This design comes from an exercise in tuning for small area, a short achievable clock period and few clock cycles on the open sky130 flow, not from production work.
At most, simulation tests tie the RTL to the original design; equivalence was not proved.

## AL
==> module posit_arithmetic_operator, before the edit <==
module posit_arithmetic_operator (
  input [1:0] opcode,
  input [15:0] a, b,
  input [13:0] div_q,          
  output [14:0] div_n, div_d,  
  output enc_sign,             
  output [5:0] enc_sf,
  output [13:0] enc_m,
  output nar,                  
  output muldiv_zero,          
  output add_zero              
);
wire [14:0] ta, tb;
wire [5:0] sfa, sfb;
wire [11:0] fa, fb;
wire za, zb, na, nb;
posit_extraction ea (.x(a), .t(ta), .sf(sfa), .f(fa), .zero(za), .nar(na));
posit_extraction eb (.x(b), .t(tb), .sf(sfb), .f(fb), .zero(zb), .nar(nb));
wire sa = a[15];
wire sb = b[15];
wire a_gt_b, a_eq_b;
pgt #(15) cmp (.a(ta), .b(tb), .gt(a_gt_b), .eq(a_eq_b));
wire eff_sub = sa ^ sb ^ opcode[0];
wire sum_zero = a_eq_b & eff_sub;
wire [5:0] sfg = a_gt_b ? sfa : sfb;
wire [11:0] fg = a_gt_b ? fa : fb;
wire [11:0] fs = a_gt_b ? fb : fa;
wire [5:0] d_ab = sfa - sfb;
wire [5:0] d_ba = sfb - sfa;
wire [5:0] shift = a_gt_b ? d_ab : d_ba;
wire [14:0] G = {2'b01, fg, 1'b0};
wire [14:0] S_full = {2'b01, fs, 1'b0};
wire [5:0] sfg_m1 = sfg - 6'd1;
wire [5:0] sfg_m2 = sfg - 6'd2;
wire [14:0] S = (shift[5:4] != 2'b00) ? 15'd0 : (S_full >> shift[3:0]);
wire [11:0] po_a, po_b;
pfx_or #(12) poa (.in(fa), .out(po_a));
pfx_or #(12) pob (.in(fb), .out(po_b));
wire [11:0] po_s = a_gt_b ? po_b : po_a;
wire [15:0] sticky_tab = {2'b11, po_s, 2'b00};
wire sticky = shift[5] ? 1'b0 : shift[4] ? (shift[3:0] != 4'hf) : sticky_tab[shift[3:0]];
wire [14:0] V;
padd #(15) addsub (.a(G), .b(S ^ {15{eff_sub}}), .cin(eff_sub & ~sticky), .s(V), .cout());
wire [11:0] f_far = V[14] ? V[13:2] : V[13] ? V[12:1] : V[11:0];
wire [5:0] sf_far = V[14] ? sfg : V[13] ? sfg_m1 : sfg_m2;
wire [4:0] lzn;
CLZ #(15) clzn (.in(V), .lz(lzn));
wire [14:0] Vnn = V << lzn[3:0];
wire [11:0] f_near = Vnn[13:2];
wire [5:0] sf_near = sfg - {2'b0, lzn[3:0]};
wire near = eff_sub & (shift[5:1] == 5'd0);
wire [11:0] f_as = near ? f_near : f_far;
wire [5:0] sf_as = near ? sf_near : sf_far;
wire [25:0] P;
mul13 mul (.a(fa), .b(fb), .p(P));
wire [5:0] md_sf;
posit_scalar scal (.div(opcode[0]), .a_sf(sfa), .b_sf(sfb), .md_sf(md_sf));
wire fb_gt_fa;
pgt #(12) cmpf (.a(fb), .b(fa), .gt(fb_gt_fa), .eq());
wire lt = a_gt_b & fb_gt_fa;
assign div_n = {1'b1, fa, 2'b0};
assign div_d = lt ? {2'b01, fb, 1'b0} : {1'b1, fb, 2'b0};
wire [4:0] lzh;
CLZ #(10) clzq (.in(div_q[13:4]), .lz(lzh));
wire [13:0] qn_h = div_q << lzh[3:0];
wire [2:0] qn_l = div_q[3] ? div_q[2:0] : div_q[2] ? {div_q[1:0], 1'b0} : div_q[1] ? {div_q[0], 2'b0} : 3'b0;
wire [11:0] f_d = (div_q[13:4] != 10'd0) ? qn_h[12:1] : {qn_l, 9'b0};
wire [5:0] sf_d = md_sf - {5'b0, lt} - 6'd1;
reg [13:0] m_r;
reg [5:0] sf_r;
reg s_r;
always @* begin
  case (opcode)
    2'b10: begin m_r = P[25:12]; sf_r = md_sf; s_r = sa ^ sb; end
    2'b11: begin m_r = {1'b1, f_d, 1'b0}; sf_r = sf_d; s_r = sa ^ sb; end
    default: begin
      if (za | zb) begin m_r = {1'b1, fg, 1'b0}; sf_r = sfg_m1; end
      else begin m_r = {1'b1, f_as, 1'b0}; sf_r = sf_as; end
      s_r = a_gt_b ? sa : (sb ^ opcode[0]);
    end
  endcase
end
assign enc_sign = s_r;
assign enc_sf = sf_r;
assign enc_m = m_r;
assign nar = na | nb;
assign muldiv_zero = opcode[1] & (za | zb);
assign add_zero = ~opcode[1] & sum_zero;
endmodule
==> module posit_encoder, before the edit <==
module posit_encoder (
  input sign,
  input [5:0] sf,
  input [11:0] f,
  output [15:0] ans
);
wire neg = sf[5];
wire [3:0] sh = sf[4:1] ^ {4{neg}};
wire [14:0] w = {~neg, neg, sf[0], f};
wire [29:0] wx = {{15{~neg}}, w} >> sh;
wire [15:0] t = {1'b0, wx[14:0]};
wire [15:0] any_le;
pfx_or #(16) po (.in(t), .out(any_le));
wire [15:0] lower_any = {any_le[14:0], 1'b0};
assign ans = t ^ ({16{sign}} & lower_any);
endmodule
clock: 10.5 ns
lec_check: 0
abc_area: 1
cap_margin: 20
core_margin: 2
core_utilization: 55
setup_slack_margin: 1.5
slew_margin: 20
tns_end_percent: 5
standard.sh (not shown) runs the stock make flow with config.mk's settings and CLKGATE_MAP_FILE= SYNTH_SCRIPT=/design/flow/synth_recipe.tcl, a recipe that flattens the netlist after the stock synthesis.
==> flow/flow/run.sh <==
#!/bin/bash
# Layout flow: the standard layout (standard.sh), with one synthesis
# setting changed: ADDER_MAP_FILE is left empty, so Yosys does not extract
# full/half adders into sky130 fa/ha cells and ABC maps the arithmetic into
# ordinary gates (faster carry paths). Everything else, including the
# registers the synthesis makes, is the standard flow's.
set -euo pipefail
cd "$(dirname "$0")/.."
sed 's/CLKGATE_MAP_FILE= /CLKGATE_MAP_FILE= ADDER_MAP_FILE= /' standard.sh > standard_noadder.sh
grep -q 'ADDER_MAP_FILE= ' standard_noadder.sh
bash standard_noadder.sh > flow_orfs.log 2>&1 || { tail -50 flow_orfs.log; exit 1; }
test -f out/final.def
No stage failed in AL, and the final checks on the layout all came back clean.
Testbench counts of AL, summed over its fixed seeds: cycles 46,265.
The following lists how TR was set up differently from AL:
--- a/flow/design.v
+++ b/flow/design.v
@@ -249,10 +249,15 @@
 padd #(15) addsub (.a(G), .b(S ^ {15{eff_sub}}), .cin(eff_sub & ~sticky), .s(V), .cout());
 wire [11:0] f_far = V[14] ? V[13:2] : V[13] ? V[12:1] : V[11:0];
 wire [5:0] sf_far = V[14] ? sfg : V[13] ? sfg_m1 : sfg_m2;
+wire [14:0] Sn = (sfa[0] ^ sfb[0]) ? {1'b0, S_full[14:1]} : S_full;
+wire [14:0] Vn;
+padd #(15) subn (.a(G), .b(~Sn), .cin(1'b1), .s(Vn), .cout());
+wire [14:0] nx = opcode[1] ? {div_q, 1'b0} : Vn;
 wire [4:0] lzn;
-CLZ #(15) clzn (.in(V), .lz(lzn));
-wire [14:0] Vnn = V << lzn[3:0];
-wire [11:0] f_near = Vnn[13:2];
+CLZ #(15) clzn (.in(nx), .lz(lzn));
+wire [14:0] nxn = nx << lzn[3:0];
+wire [11:0] f_norm = nxn[13:2];
+wire [11:0] f_near = f_norm;
 wire [5:0] sf_near = sfg - {2'b0, lzn[3:0]};
 wire near = eff_sub & (shift[5:1] == 5'd0);
 wire [11:0] f_as = near ? f_near : f_far;
@@ -266,11 +271,7 @@
 wire lt = a_gt_b & fb_gt_fa;
 assign div_n = {1'b1, fa, 2'b0};
 assign div_d = lt ? {2'b01, fb, 1'b0} : {1'b1, fb, 2'b0};
-wire [4:0] lzh;
-CLZ #(10) clzq (.in(div_q[13:4]), .lz(lzh));
-wire [13:0] qn_h = div_q << lzh[3:0];
-wire [2:0] qn_l = div_q[3] ? div_q[2:0] : div_q[2] ? {div_q[1:0], 1'b0} : div_q[1] ? {div_q[0], 2'b0} : 3'b0;
-wire [11:0] f_d = (div_q[13:4] != 10'd0) ? qn_h[12:1] : {qn_l, 9'b0};
+wire [11:0] f_d = f_norm;
 wire [5:0] sf_d = md_sf - {5'b0, lt} - 6'd1;
 reg [13:0] m_r;
 reg [5:0] sf_r;
@@ -764,9 +765,14 @@
 wire [14:0] w = {~neg, neg, sf[0], f};
 wire [29:0] wx = {{15{~neg}}, w} >> sh;
 wire [15:0] t = {1'b0, wx[14:0]};
-wire [15:0] any_le;
-pfx_or #(16) po (.in(t), .out(any_le));
-wire [15:0] lower_any = {any_le[14:0], 1'b0};
+wire [15:0] lower_any;
+genvar i;
+generate
+  for (i = 0; i < 16; i = i + 1) begin : neg_b
+    if (i == 0) assign lower_any[i] = 1'b0;
+    else assign lower_any[i] = lower_any[i - 1] | t[i - 1];
+  end
+endgenerate
 assign ans = t ^ ({16{sign}} & lower_any);
 endmodule
 module posit_top#(
### Flow results
- Relative to AL, the final cell area reported for TR is higher.
- TR vs AL: post-cts repair resize count up
- Delta (TR minus AL): final cell count higher, post-synthesis cell count increased by 127 relative to the old numbers, maximum number of pins on one net before global-route repair moved up, routed wire length picked up an extra 1000 um, CTS H-tree depth flat.
- TR falls short of AL in global-route wire length before repair.
- Sequential-to-total area share from yosys stat delta (AL -> TR): insignificant
- Compare AL and TR | setup slack higher: AL
- Detailed route, TR vs AL: via total higher for TR
No functional check of the RTL was part of TR.

port drivers added, routing unchanged:
How much do the figures lean on ideal ports? The routed layouts below were timed once more, with nothing changed but the port constraints. Step 1 (the two cells are an assumption about what drives the block):
set clk [get_ports {clk}]
set_driving_cell -lib_cell sky130_fd_sc_hd__clkbuf_16 $clk
set_driving_cell -lib_cell sky130_fd_sc_hd__buf_2 [delete_from_list [all_inputs] $clk]
Step 2 also shifts input and output timing later by t, the mid clock arrival at the registers, as if the neighbouring blocks saw the same clock. Slacks: ideal / step 1 / step 2; pairs: ideal / step 1.
run | shift t [ns] | setup slack, ns | cell pins on the clock port's net
AL | 0.389 | 1.991 / 2.014 / 1.625 | 1
TR | 0.402 | 1.857 / 1.887 / 1.484 | 1
After both steps setup and hold are still met in every run listed. The setup slack of TR, which loses most, moves by +0.030 ns with the drivers and by -0.373 ns with both steps.
